This design comes from an exercise in tuning for small area on the open sky130 flow, not from production work. At most, simulation tests tie the RTL to the original design; equivalence was not proved. The clock port is modelled as an ideal driver; clocking choices that lean on that would not hold on a real chip. Power figures rest on the tool's default switching activity, not on a simulated workload.

==> job 1005 <==
==> flow/design.v <==
module spi_slave(clk, rst_n, ss_n, mosi, miso, we, wdata, rgrp, rdata);
input clk, rst_n, ss_n, mosi;
output miso;
output [15:0] we;
output [7:0] wdata;
output [15:0] rgrp;
input [7:0] rdata;
reg [4:0] cnt;         
reg [3:0] ph;          
reg wpend;             
reg [8:0] sh;          
reg [7:0] addr;        
reg [7:0] wa, wd;      
reg [7:0] rb;          
wire frame_end = (cnt == 5'd11);      
wire [7:0] fbyte = {sh[6:0], mosi};
wire set_addr = frame_end & ~sh[7];   
wire write = frame_end & sh[7] & ~sh[8];
wire commit = wpend & (ph == wa[3:0]);
wire shift_out = (cnt >= 5'd15) & (cnt <= 5'd21);
wire bypass = commit & (wa[7:4] == addr[7:4]);
always @(posedge clk or negedge rst_n)
  if (~rst_n) begin
    cnt <= 5'd0;
    ph <= 4'd0;
    wpend <= 1'b0;
  end else begin
    ph <= ph + 4'd1;
    if (ss_n)
      cnt <= 5'd0;
    else if (cnt != 5'd31)
      cnt <= cnt + 5'd1;
    if (write)
      wpend <= 1'b1;
    else if (commit)
      wpend <= 1'b0;
  end
always @(posedge clk) begin
  sh <= {sh[7:0], mosi};
  if (set_addr)
    addr <= fbyte;
  if (write) begin
    wd <= fbyte;
    wa <= addr;
  end
  if (shift_out)
    rb <= {rb[6:0], 1'b0};
  else if (ph == addr[3:0])
    rb <= bypass ? wd : rdata;
end
assign miso = rb[7];
assign wdata = wd;
assign rgrp = 16'd1 << addr[7:4];
assign we = commit ? (16'd1 << wa[7:4]) : 16'd0;
endmodule
module ram(clk, we, wdata, rgrp, rdata);
input clk;
input [15:0] we;       
input [7:0] wdata;
input [15:0] rgrp;     
output [7:0] rdata;    
wire [127:0] sel;
genvar g;
generate
  for (g = 0; g < 16; g = g + 1) begin : grp
    reg [127:0] r;     
    always @(posedge clk)
      r <= {r[119:0], we[g] ? wdata : r[127:120]};
    assign sel[8*g+7:8*g] = rgrp[g] ? r[127:120] : 8'd0;
  end
endgenerate
assign rdata = sel[7:0] | sel[15:8] | sel[23:16] | sel[31:24]
             | sel[39:32] | sel[47:40] | sel[55:48] | sel[63:56]
             | sel[71:64] | sel[79:72] | sel[87:80] | sel[95:88]
             | sel[103:96] | sel[111:104] | sel[119:112] | sel[127:120];
endmodule
module spi_ram(clk,rst_n,ss_n,mosi,miso);
input clk,rst_n,ss_n,mosi;
output miso;
wire [15:0] we;
wire [7:0] wdata, rdata;
wire [15:0] rgrp;
ram r(clk,we,wdata,rgrp,rdata);
spi_slave s(clk,rst_n,ss_n,mosi,miso,we,wdata,rgrp,rdata);
endmodule
==> flow/run.sh <==
#!/bin/bash
# synth_recipe.tcl (not shown) runs the flow's synth.tcl, then flattens the netlist and writes it again
# the make line also repeats each setting of config.mk as NAME=value (left out here)
make -C /OpenROAD-flow-scripts/flow DESIGN_CONFIG=/design/flow/config.mk WORK_HOME=/design/flow/orfs CLKGATE_MAP_FILE= SYNTH_SCRIPT=/design/flow/synth_recipe.tcl finish
==> flow/config.mk <==
export PLATFORM = sky130hd
export DESIGN_NAME = spi_ram
export DESIGN_NICKNAME = spi_ram
export VERILOG_FILES = /design/flow/design.v
export SDC_FILE = /design/flow/constraint.sdc
export NUM_CORES = 4
export LEC_CHECK = 0
export CAP_MARGIN = 40
export CORE_MARGIN = 2
export CORE_UTILIZATION = 60
export CTS_BUF_LIST = sky130_fd_sc_hd__clkbuf_4 sky130_fd_sc_hd__clkbuf_8
export CTS_CLUSTER_DIAMETER = 60
export CTS_CLUSTER_SIZE = 20
export SLEW_MARGIN = 40
==> flow/constraint.sdc <==
create_clock -name core_clock -period 10.0 [get_ports {clk}]
set_input_delay 2.0000 -clock core_clock [delete_from_list [all_inputs] [get_ports {clk}]]
set_output_delay 2.0000 -clock core_clock [all_outputs]
set_load 0.01 [all_outputs]
==> inputs of job 1445, as changes to job 1005 <==
==> flow/design.v (replaced) <==
module spi_slave(clk, rst_n, ss_n, mosi, miso, we, nwe, wdata, rgrp, rdata);
input clk, rst_n, ss_n, mosi;
output miso;
output [15:0] we, nwe;
output [7:0] wdata;
output [15:0] rgrp;
input [7:0] rdata;
reg [4:0] cnt;         
reg [3:0] ph;          
reg wpend;             
reg m1;                
reg ta, tw;            
reg [7:0] addr;        
reg [7:0] wa, wd;      
reg [7:0] rb;          
wire typ = (cnt == 5'd3);                      
wire body = (cnt >= 5'd4) & (cnt <= 5'd11);    
wire write = (cnt == 5'd11) & tw;
wire commit = wpend & (ph == wa[3:0]);
wire shift_out = (cnt >= 5'd15) & (cnt <= 5'd21);
wire bypass = commit & (wa[7:4] == addr[7:4]);
always @(posedge clk or negedge rst_n)
  if (~rst_n) begin
    cnt <= 5'd0;
    ph <= 4'd0;
    wpend <= 1'b0;
  end else begin
    ph <= ph + 4'd1;
    if (ss_n)
      cnt <= 5'd0;
    else if (cnt != 5'd31)
      cnt <= cnt + 5'd1;
    if (write)
      wpend <= 1'b1;
    else if (commit)
      wpend <= 1'b0;
  end
always @(posedge clk) begin
  m1 <= mosi;
  if (typ) begin
    ta <= ~mosi;
    tw <= mosi & ~m1;
  end
  if (body & ta)
    addr <= {addr[6:0], mosi};
  if (body & tw)
    wd <= {wd[6:0], mosi};
  if (write)
    wa <= addr;
  if (shift_out)
    rb <= {rb[6:0], 1'b0};
  else if (ph == addr[3:0])
    rb <= bypass ? wd : rdata;
end
assign miso = rb[7];
assign wdata = wd;
assign rgrp = 16'd1 << addr[7:4];
assign we = commit ? (16'd1 << wa[7:4]) : 16'd0;
assign nwe = ~we;
endmodule
module ram(clk, we, nwe, wdata, rgrp, rdata);
input clk;
input [15:0] we;       
input [15:0] nwe;      
input [7:0] wdata;
input [15:0] rgrp;     
output [7:0] rdata;    
wire [127:0] sel;
genvar g;
generate
  for (g = 0; g < 16; g = g + 1) begin : grp
    reg [127:0] r;     
    always @(posedge clk)
      r <= {r[119:0], {8{we[g]}} & wdata | {8{nwe[g]}} & r[127:120]};
    assign sel[8*g+7:8*g] = rgrp[g] ? r[127:120] : 8'd0;
  end
endgenerate
assign rdata = sel[7:0] | sel[15:8] | sel[23:16] | sel[31:24]
             | sel[39:32] | sel[47:40] | sel[55:48] | sel[63:56]
             | sel[71:64] | sel[79:72] | sel[87:80] | sel[95:88]
             | sel[103:96] | sel[111:104] | sel[119:112] | sel[127:120];
endmodule
module spi_ram(clk,rst_n,ss_n,mosi,miso);
input clk,rst_n,ss_n,mosi;
output miso;
wire [15:0] we, nwe;
wire [7:0] wdata, rdata;
wire [15:0] rgrp;
ram r(clk,we,nwe,wdata,rgrp,rdata);
spi_slave s(clk,rst_n,ss_n,mosi,miso,we,nwe,wdata,rgrp,rdata);
endmodule
- CORE_UTILIZATION: 60 -> 80
- CTS_BUF_LIST: sky130_fd_sc_hd__clkbuf_4 sky130_fd_sc_hd__clkbuf_8 -> sky130_fd_sc_hd__clkbuf_16
- CTS_CLUSTER_DIAMETER: 60 -> 80
- CTS_CLUSTER_SIZE: 20 -> 36
- SYNTH_HIERARCHICAL: not set -> 1
==> inputs of job 8025, as changes to job 1005 <==
--- a/flow/design.v
+++ b/flow/design.v
@@ -3,7 +3,7 @@
 output miso;
 output [15:0] we;
 output [7:0] wdata;
-output [15:0] rgrp;
+output [3:0] rgrp;
 input [7:0] rdata;
 reg [4:0] cnt;         
 reg [3:0] ph;          
@@ -18,7 +18,6 @@
 wire write = frame_end & sh[7] & ~sh[8];
 wire commit = wpend & (ph == wa[3:0]);
 wire shift_out = (cnt >= 5'd15) & (cnt <= 5'd21);
-wire bypass = commit & (wa[7:4] == addr[7:4]);
 always @(posedge clk or negedge rst_n)
   if (~rst_n) begin
     cnt <= 5'd0;
@@ -46,40 +45,37 @@
   if (shift_out)
     rb <= {rb[6:0], 1'b0};
   else if (ph == addr[3:0])
-    rb <= bypass ? wd : rdata;
+    rb <= rdata;
 end
 assign miso = rb[7];
 assign wdata = wd;
-assign rgrp = 16'd1 << addr[7:4];
+assign rgrp = addr[7:4];
 assign we = commit ? (16'd1 << wa[7:4]) : 16'd0;
 endmodule
 module ram(clk, we, wdata, rgrp, rdata);
 input clk;
 input [15:0] we;       
 input [7:0] wdata;
-input [15:0] rgrp;     
+input [3:0] rgrp;      
 output [7:0] rdata;    
-wire [127:0] sel;
+wire [127:0] ins;
 genvar g;
 generate
   for (g = 0; g < 16; g = g + 1) begin : grp
     reg [127:0] r;     
+    assign ins[8*g+7:8*g] = we[g] ? wdata : r[127:120];
     always @(posedge clk)
-      r <= {r[119:0], we[g] ? wdata : r[127:120]};
-    assign sel[8*g+7:8*g] = rgrp[g] ? r[127:120] : 8'd0;
+      r <= {r[119:0], ins[8*g+7:8*g]};
   end
 endgenerate
-assign rdata = sel[7:0] | sel[15:8] | sel[23:16] | sel[31:24]
-             | sel[39:32] | sel[47:40] | sel[55:48] | sel[63:56]
-             | sel[71:64] | sel[79:72] | sel[87:80] | sel[95:88]
-             | sel[103:96] | sel[111:104] | sel[119:112] | sel[127:120];
+assign rdata = ins[8*rgrp +: 8];
 endmodule
 module spi_ram(clk,rst_n,ss_n,mosi,miso);
 input clk,rst_n,ss_n,mosi;
 output miso;
 wire [15:0] we;
 wire [7:0] wdata, rdata;
-wire [15:0] rgrp;
+wire [3:0] rgrp;
 ram r(clk,we,wdata,rgrp,rdata);
 spi_slave s(clk,rst_n,ss_n,mosi,miso,we,wdata,rgrp,rdata);
 endmodule
- CORE_UTILIZATION: 60 -> 40
- CTS_BUF_LIST: sky130_fd_sc_hd__clkbuf_4 sky130_fd_sc_hd__clkbuf_8 -> not set
- CTS_CLUSTER_DIAMETER: 60 -> not set
- CTS_CLUSTER_SIZE: 20 -> not set
==> impl_metrics.yaml <==
place:
  dp.cells: 3499
finish:
  final-seq-area_um2: 42400
  final_cell_mix: "dfxtp_1, mux2_2, clkbuf_8"
  largest_reg_flops: 2048
  clkbuf_count: 127
timing:
  relSlewSlack: 0.500
  tns_ns: 0
  worst_pin_slew_ns: 0.750
drt:
  drt_pass1_iterations: 5
  drtIter0Drc: 1043
yosys:
  ys_top_cells_by_area: "dfxtp_1, mux2_2, edfxtp_1, dfrtp_1, mux2i_1"
  syn_inst: 2532
  synth_top_family_by_area: "multiplexers"
floorplan:
  fp.dieH_um: 281
critical_path:
  crit_buf_inv: 1
power_and_ir_drop:
  p_total_w: 0.0119
status:
  status: "complete, no violations"
Source of the figures above: job 1005

==> impl_metrics.yaml <==
yosys:
  ys_top_cells_by_area: "dfxtp_1, edfxtp_1, mux2_2, nand2_1, o21ai_0"
  synth_top_family_by_area: "compound AO/OA/AOI/OAI gates"
critical_path:
  crit_buf_inv: 1
floorplan:
  fp.dieH_um: 345
status:
  status: "complete, no violations"
drt:
  drt_pass1_iterations: 5
  drtIter0Drc: 1115
timing:
  tns_ns: 0
  relSlewSlack: 0.445
finish:
  final_cell_mix: "dfxtp_1, clkbuf_16, nand2_1"
  clkbuf_count: 268
power_and_ir_drop:
  p_total_w: 0.0153
Source of the figures above: job 8025

==> impl_metrics.yaml <==
yosys:
  syn_inst: 2533
  synth_largest_area_cell: "dfxtp_1"
  async_reset_ff_frac: 0.00478
  yosysMostFrequentCell: "dfxtp_1"
  synth_compound_area_frac: 0.0421
  synth_fa_ha_area_frac: 0.00165
  ys_top_cells_by_count: "dfxtp_1, a22o_1, clkbuf_1"
  synth_edf_count: 33
  synth_top_family_by_area: "compound AO/OA/AOI/OAI gates"
  synthSimpleGateAreaFrac: 0.0134
  ys_top_cells_by_area: "dfxtp_1, a22o_1, edfxtp_1, a221oi_1, dfrtp_1"
floorplan:
  fp.dieH_um: 242
  ios: 5
  die-width_um: 242
status:
  haltStage: "clock tree synthesis"
  status: "stopped before the end"
  toolErrorMsg: "[ERROR DPL-0033] detailed placement checks failed during check placement."
cts:
  post_cts_resized: 0
  clock_path_buffers: 3
place:
  dp.cells: 3223
Source of the figures above: job 1445

The RTL of job 1005 was laid out without a check of its function.

* * *

==> run a <==
spi_ram with an RTL version that a note above also has.
==> module spi_slave, before the edit <==
module spi_slave(clk, rst_n, ss_n, mosi, miso, we, nwe, wdata, rgrp, rdata);
input clk, rst_n, ss_n, mosi;
output miso;
output [15:0] we, nwe;
output [7:0] wdata;
output [15:0] rgrp;
input [7:0] rdata;
reg [4:0] cnt;         
reg [3:0] ph;          
reg wpend;             
reg m1;                
reg ta, tw;            
reg [7:0] addr;        
reg [7:0] wa, wd;      
reg [7:0] rb;          
wire typ = (cnt == 5'd3);                      
wire body = (cnt >= 5'd4) & (cnt <= 5'd11);    
wire write = (cnt == 5'd11) & tw;
wire commit = wpend & (ph == wa[3:0]);
wire shift_out = (cnt >= 5'd15) & (cnt <= 5'd21);
wire bypass = commit & (wa[7:4] == addr[7:4]);
always @(posedge clk or negedge rst_n)
  if (~rst_n) begin
    cnt <= 5'd0;
    ph <= 4'd0;
    wpend <= 1'b0;
  end else begin
    ph <= ph + 4'd1;
    if (ss_n)
      cnt <= 5'd0;
    else if (cnt != 5'd31)
      cnt <= cnt + 5'd1;
    if (write)
      wpend <= 1'b1;
    else if (commit)
      wpend <= 1'b0;
  end
always @(posedge clk) begin
  m1 <= mosi;
  if (typ) begin
    ta <= ~mosi;
    tw <= mosi & ~m1;
  end
  if (body & ta)
    addr <= {addr[6:0], mosi};
  if (body & tw)
    wd <= {wd[6:0], mosi};
  if (write)
    wa <= addr;
  if (shift_out)
    rb <= {rb[6:0], 1'b0};
  else if (ph == addr[3:0])
    rb <= bypass ? wd : rdata;
end
assign miso = rb[7];
assign wdata = wd;
assign rgrp = 16'd1 << addr[7:4];
assign we = commit ? (16'd1 << wa[7:4]) : 16'd0;
assign nwe = ~we;
endmodule
==> module ram, before the edit <==
module ram(clk, we, nwe, wdata, rgrp, rdata);
input clk;
input [15:0] we;       
input [15:0] nwe;      
input [7:0] wdata;
input [15:0] rgrp;     
output [7:0] rdata;    
wire [127:0] sel;
genvar g;
generate
  for (g = 0; g < 16; g = g + 1) begin : grp
    reg [127:0] r;     
    always @(posedge clk)
      r <= {r[119:0], {8{we[g]}} & wdata | {8{nwe[g]}} & r[127:120]};
    assign sel[8*g+7:8*g] = rgrp[g] ? r[127:120] : 8'd0;
  end
endgenerate
assign rdata = sel[7:0] | sel[15:8] | sel[23:16] | sel[31:24]
             | sel[39:32] | sel[47:40] | sel[55:48] | sel[63:56]
             | sel[71:64] | sel[79:72] | sel[87:80] | sel[95:88]
             | sel[103:96] | sel[111:104] | sel[119:112] | sel[127:120];
endmodule
==> module spi_ram, before the edit <==
module spi_ram(clk,rst_n,ss_n,mosi,miso);
input clk,rst_n,ss_n,mosi;
output miso;
wire [15:0] we, nwe;
wire [7:0] wdata, rdata;
wire [15:0] rgrp;
ram r(clk,we,nwe,wdata,rgrp,rdata);
spi_slave s(clk,rst_n,ss_n,mosi,miso,we,nwe,wdata,rgrp,rdata);
endmodule
Settings: LEC_CHECK=0, CAP_MARGIN=40, CORE_MARGIN=2, CORE_UTILIZATION=70, SLEW_MARGIN=40, SYNTH_HIERARCHICAL=1; clock period 10.0 ns.
standard.sh (not shown) runs the stock make flow with config.mk's settings and CLKGATE_MAP_FILE= SYNTH_SCRIPT=/design/flow/synth_recipe.tcl, a recipe that flattens the netlist after the stock synthesis.
==> flow/flow/run.sh <==
#!/bin/bash
# The standard layout, with two changes to clock tree synthesis: the sinks are
# clustered under clkbuf_8 leaf buffers without dummy loads, and afterwards
# post_cts.tcl upsizes every clock buffer whose sinks see a slow clock edge.
set -euo pipefail
here=$(pwd)
export CTS_ARGS="-sink_clustering_enable -repair_clock_nets -sink_clustering_size ${CTS_SIZE:-22} -sink_clustering_max_diameter ${CTS_DIAM:-65} -buf_list sky130_fd_sc_hd__clkbuf_8 -dont_use_dummy_load"
export POST_CTS_TCL="$here/flow/post_cts.tcl"
export CLK_SLEW_TARGET="${CLK_SLEW_TARGET:-0.115}"
bash standard.sh > "$here/standard.log" 2>&1
==> flow/flow/post_cts.tcl <==
# Make the clock edges at the flip-flops sharp enough: upsize the clock
# buffers above the leaf level to clkbuf_16, then upsize any leaf buffer
# whose flip-flop clock pins see a slew above CLK_SLEW_TARGET (ns, with
# placement-estimated parasitics), and legalize the placement.
set thr $::env(CLK_SLEW_TARGET)
set up [dict create \
  sky130_fd_sc_hd__clkbuf_1 sky130_fd_sc_hd__clkbuf_2 \
  sky130_fd_sc_hd__clkbuf_2 sky130_fd_sc_hd__clkbuf_4 \
  sky130_fd_sc_hd__clkbuf_4 sky130_fd_sc_hd__clkbuf_8 \
  sky130_fd_sc_hd__clkbuf_8 sky130_fd_sc_hd__clkbuf_16]

proc clock_loads {inst} {
  set x [get_pins -of_objects $inst -filter "direction==output"]
  return [get_pins -of_objects [get_nets -of_objects $x] -filter "direction==input"]
}

set n 0
foreach inst [get_cells clkbuf_*] {
  set inner 0
  foreach l [clock_loads $inst] {
    if {[string match *clkbuf* [get_property [get_cells -of_objects $l] ref_name]]} {
      set inner 1
    }
  }
  if {$inner && [get_property $inst ref_name] ne "sky130_fd_sc_hd__clkbuf_16"} {
    replace_cell [get_full_name $inst] sky130_fd_sc_hd__clkbuf_16
    incr n
  }
}
puts "post_cts: upsized $n clock buffers above the leaves"

for {set it 0} {$it < 4} {incr it} {
  estimate_parasitics -placement
  set drv [dict create]
  set worst 0
  set hist [dict create]
  foreach pin [get_pins -hierarchical */CLK] {
    set s [get_property $pin slew_max]
    dict incr hist [expr {int($s * 200) * 5}]
    if {$s > $worst} { set worst $s }
    if {$s > $thr} {
      foreach d [get_pins -of_objects [get_nets -of_objects $pin] -filter "direction==output"] {
        dict set drv [get_full_name [get_cells -of_objects $d]] 1
      }
    }
  }
  puts "post_cts: pass $it clock pin slews (ps bucket: pins) [lsort -stride 2 -integer $hist]"
  set n 0
  foreach inst [dict keys $drv] {
    set master [get_property [get_cells $inst] ref_name]
    if {[dict exists $up $master]} {
      replace_cell $inst [dict get $up $master]
      incr n
    }
  }
  puts "post_cts: pass $it worst clock pin slew $worst, upsized $n leaf buffers"
  if {$n == 0} { break }
}
detailed_placement
check_placement -verbose
estimate_parasitics -placement
==> run b: changes against run a <==
==> flow/flow/run.sh (replaced) <==
#!/bin/bash
# The standard layout, with two changes to clock tree synthesis: the sinks are
# clustered under clkbuf_8 leaf buffers without dummy loads, and afterwards
# post_cts.tcl upsizes every clock buffer whose sinks see a slow clock edge.
set -euo pipefail
here=$(pwd)
export CTS_ARGS="-sink_clustering_enable -repair_clock_nets -sink_clustering_size ${CTS_SIZE:-24} -sink_clustering_max_diameter ${CTS_DIAM:-70} -buf_list sky130_fd_sc_hd__clkbuf_8 -dont_use_dummy_load"
export POST_CTS_TCL="$here/flow/post_cts.tcl"
export CLK_SLEW_TARGET="${CLK_SLEW_TARGET:-0.100}"
bash standard.sh > "$here/standard.log" 2>&1
==> flow/flow/post_cts.tcl (replaced) <==
# Upsize clock buffers whose flip-flop clock pins see a slew above
# CLK_SLEW_TARGET (ns, placement-estimated parasitics), then legalize.
set thr $::env(CLK_SLEW_TARGET)
set up [dict create \
  sky130_fd_sc_hd__clkbuf_1 sky130_fd_sc_hd__clkbuf_2 \
  sky130_fd_sc_hd__clkbuf_2 sky130_fd_sc_hd__clkbuf_4 \
  sky130_fd_sc_hd__clkbuf_4 sky130_fd_sc_hd__clkbuf_8 \
  sky130_fd_sc_hd__clkbuf_8 sky130_fd_sc_hd__clkbuf_16]
for {set it 0} {$it < 4} {incr it} {
  estimate_parasitics -placement
  set drv [dict create]
  set worst 0
  foreach pin [get_pins -hierarchical */CLK] {
    set s [get_property $pin slew_max]
    if {$s > $worst} { set worst $s }
    if {$s > $thr} {
      foreach d [get_pins -of_objects [get_nets -of_objects $pin] -filter "direction==output"] {
        dict set drv [get_full_name [get_cells -of_objects $d]] 1
      }
    }
  }
  set n 0
  foreach inst [dict keys $drv] {
    set master [get_property [get_cells $inst] ref_name]
    if {[dict exists $up $master]} {
      replace_cell $inst [dict get $up $master]
      incr n
    }
  }
  puts "post_cts: pass $it worst clock pin slew $worst, upsized $n buffers"
  if {$n == 0} { break }
}
detailed_placement
check_placement -verbose
estimate_parasitics -placement
--- a/flow/config.mk
+++ b/flow/config.mk
@@ -7,6 +7,9 @@
 export LEC_CHECK = 0
 export CAP_MARGIN = 40
 export CORE_MARGIN = 2
-export CORE_UTILIZATION = 70
+export CORE_UTILIZATION = 60
+export CTS_BUF_LIST = sky130_fd_sc_hd__clkbuf_16
+export CTS_CLUSTER_DIAMETER = 80
+export CTS_CLUSTER_SIZE = 32
 export SLEW_MARGIN = 40
 export SYNTH_HIERARCHICAL = 1
==> run c: changes against run a <==
==> flow/design.v (replaced) <==
module spi_slave(clk, rst_n, ss_n, mosi, miso, we, wdata, rgrp, rdata);
input clk, rst_n, ss_n, mosi;
output miso;
output [15:0] we;
output [7:0] wdata;
output [3:0] rgrp;
input [7:0] rdata;
reg [4:0] cnt;         
reg [3:0] ph;          
reg wpend;             
reg [8:0] sh;          
reg [7:0] addr;        
reg [7:0] wa, wd;      
reg [7:0] rb;          
wire frame_end = (cnt == 5'd11);      
wire [7:0] fbyte = {sh[6:0], mosi};
wire set_addr = frame_end & ~sh[7];   
wire write = frame_end & sh[7] & ~sh[8];
wire commit = wpend & (ph == wa[3:0]);
wire shift_out = (cnt >= 5'd15) & (cnt <= 5'd21);
always @(posedge clk or negedge rst_n)
  if (~rst_n) begin
    cnt <= 5'd0;
    ph <= 4'd0;
    wpend <= 1'b0;
  end else begin
    ph <= ph + 4'd1;
    if (ss_n)
      cnt <= 5'd0;
    else if (cnt != 5'd31)
      cnt <= cnt + 5'd1;
    if (write)
      wpend <= 1'b1;
    else if (commit)
      wpend <= 1'b0;
  end
always @(posedge clk) begin
  sh <= {sh[7:0], mosi};
  if (set_addr)
    addr <= fbyte;
  if (write) begin
    wd <= fbyte;
    wa <= addr;
  end
  if (shift_out)
    rb <= {rb[6:0], 1'b0};
  else if (ph == addr[3:0])
    rb <= rdata;
end
assign miso = rb[7];
assign wdata = wd;
assign rgrp = addr[7:4];
assign we = commit ? (16'd1 << wa[7:4]) : 16'd0;
endmodule
module ram(clk, we, wdata, rgrp, rdata);
input clk;
input [15:0] we;       
input [7:0] wdata;
input [3:0] rgrp;      
output [7:0] rdata;    
wire [127:0] ins;
genvar g;
generate
  for (g = 0; g < 16; g = g + 1) begin : grp
    reg [127:0] r;     
    assign ins[8*g+7:8*g] = we[g] ? wdata : r[127:120];
    always @(posedge clk)
      r <= {r[119:0], ins[8*g+7:8*g]};
  end
endgenerate
assign rdata = ins[8*rgrp +: 8];
endmodule
module spi_ram(clk,rst_n,ss_n,mosi,miso);
input clk,rst_n,ss_n,mosi;
output miso;
wire [15:0] we;
wire [7:0] wdata, rdata;
wire [3:0] rgrp;
ram r(clk,we,wdata,rgrp,rdata);
spi_slave s(clk,rst_n,ss_n,mosi,miso,we,wdata,rgrp,rdata);
endmodule
==> flow/run.sh (new file) <==
#!/bin/bash
# synth_recipe.tcl (not shown) runs the flow's synth.tcl, then flattens the netlist and writes it again
# the make line also repeats each setting of config.mk as NAME=value (left out here)
make -C /OpenROAD-flow-scripts/flow DESIGN_CONFIG=/design/flow/config.mk WORK_HOME=/design/flow/orfs CLKGATE_MAP_FILE= SYNTH_SCRIPT=/design/flow/synth_recipe.tcl finish
--- a/flow/config.mk
+++ b/flow/config.mk
@@ -7,6 +7,8 @@
 export LEC_CHECK = 0
 export CAP_MARGIN = 40
 export CORE_MARGIN = 2
-export CORE_UTILIZATION = 70
+export CORE_UTILIZATION = 60
+export CTS_BUF_LIST = sky130_fd_sc_hd__clkbuf_8
+export CTS_CLUSTER_DIAMETER = 50
+export CTS_CLUSTER_SIZE = 20
 export SLEW_MARGIN = 40
-export SYNTH_HIERARCHICAL = 1
removed: flow/flow/run.sh
removed: flow/flow/post_cts.tcl
removed: flow/standard.sh
==> summary of the runs <==
- Core utilization: run a > run b > run c.
- Sequential power is about the same in run a and run c.
- The lowest via count belongs to run b, the highest to run c.
- Run a went through all stages and came out clean. Run c finished with timing, DRC and antenna clean. Run b completed without violations.
- In run a the setup slack is higher than in run c, by 240 ps.
- Against run a, the maximum frequency of run c is lower by 6.4%.
==> figures <==
	run b	run c	run a
Number of enable flip-flop cells after synthesis	33	31	33
Adder and majority cell fraction of the synthesized area	0.165%	0.134%	0.165%
Average routed wire per standard cell	17.6 um	19.0 um	18.8 um
Fill cell total of the finished layout	5178	5295	3639
Global-route wire length before repair	92.9 mm	110 mm	96.6 mm
Buffer count excluding the clock tree in the final layout	17	22	16
Sw frac	18.4%	19.8%	18.6%
Result of the run	no timing/DRC/antenna violations	no timing/DRC/antenna violations	no timing/DRC/antenna violations
Initial antenna violation count	4	3	3
Share of the synthesized area in the top cell type	90.3%	88.3%	90.3%
Clock distribution power	3.85 mW	3.97 mW	3.82 mW

-- re-timing with driven ports --
The flow's constraints put no driver on any port. The routed layouts listed below were extracted and timed again, unchanged, in two steps. Step 1 sets driving cells, clkbuf_16 on the clock port and buf_2 on the other inputs (assumed; they add their load-dependent delay and slew). Step 2 moves the port delays by t, midway between the first and last clock arrival at a register: inputs arrive t later, outputs are due t later. That takes back most of the time a late clock gives input paths. Slacks: ideal ports / drivers / drivers and shift; pairs: ideal ports / drivers.
| run | t, ns | slack for setup (ns) | hold WS [ns] | worst setup path after step 2 | clock arrival spread, ns |
|---|---|---|---|---|---|
| job 1005 | 0.800 | 6.215 / 6.158 / 6.904 | 0.315 / 0.315 / 0.315 | register to register | 0.028 / 0.028 |
| job 8025 | 0.811 | 6.248 / 6.178 / 6.477 | 0.278 / 0.278 / 0.278 | register to register | 0.057 / 0.056 |
| run a | 0.708 | 6.430 / 6.369 / 6.958 | 0.279 / 0.279 / 0.279 | register to register | 0.099 / 0.099 |
| run b | 0.805 | 6.387 / 6.325 / 7.046 | 0.258 / 0.258 / 0.258 | register to register | 0.086 / 0.085 |
| run c | 0.851 | 6.186 / 6.126 / 6.408 | 0.300 / 0.300 / 0.300 | register to register | 0.048 / 0.049 |
After both steps setup and hold are still met in every run listed.
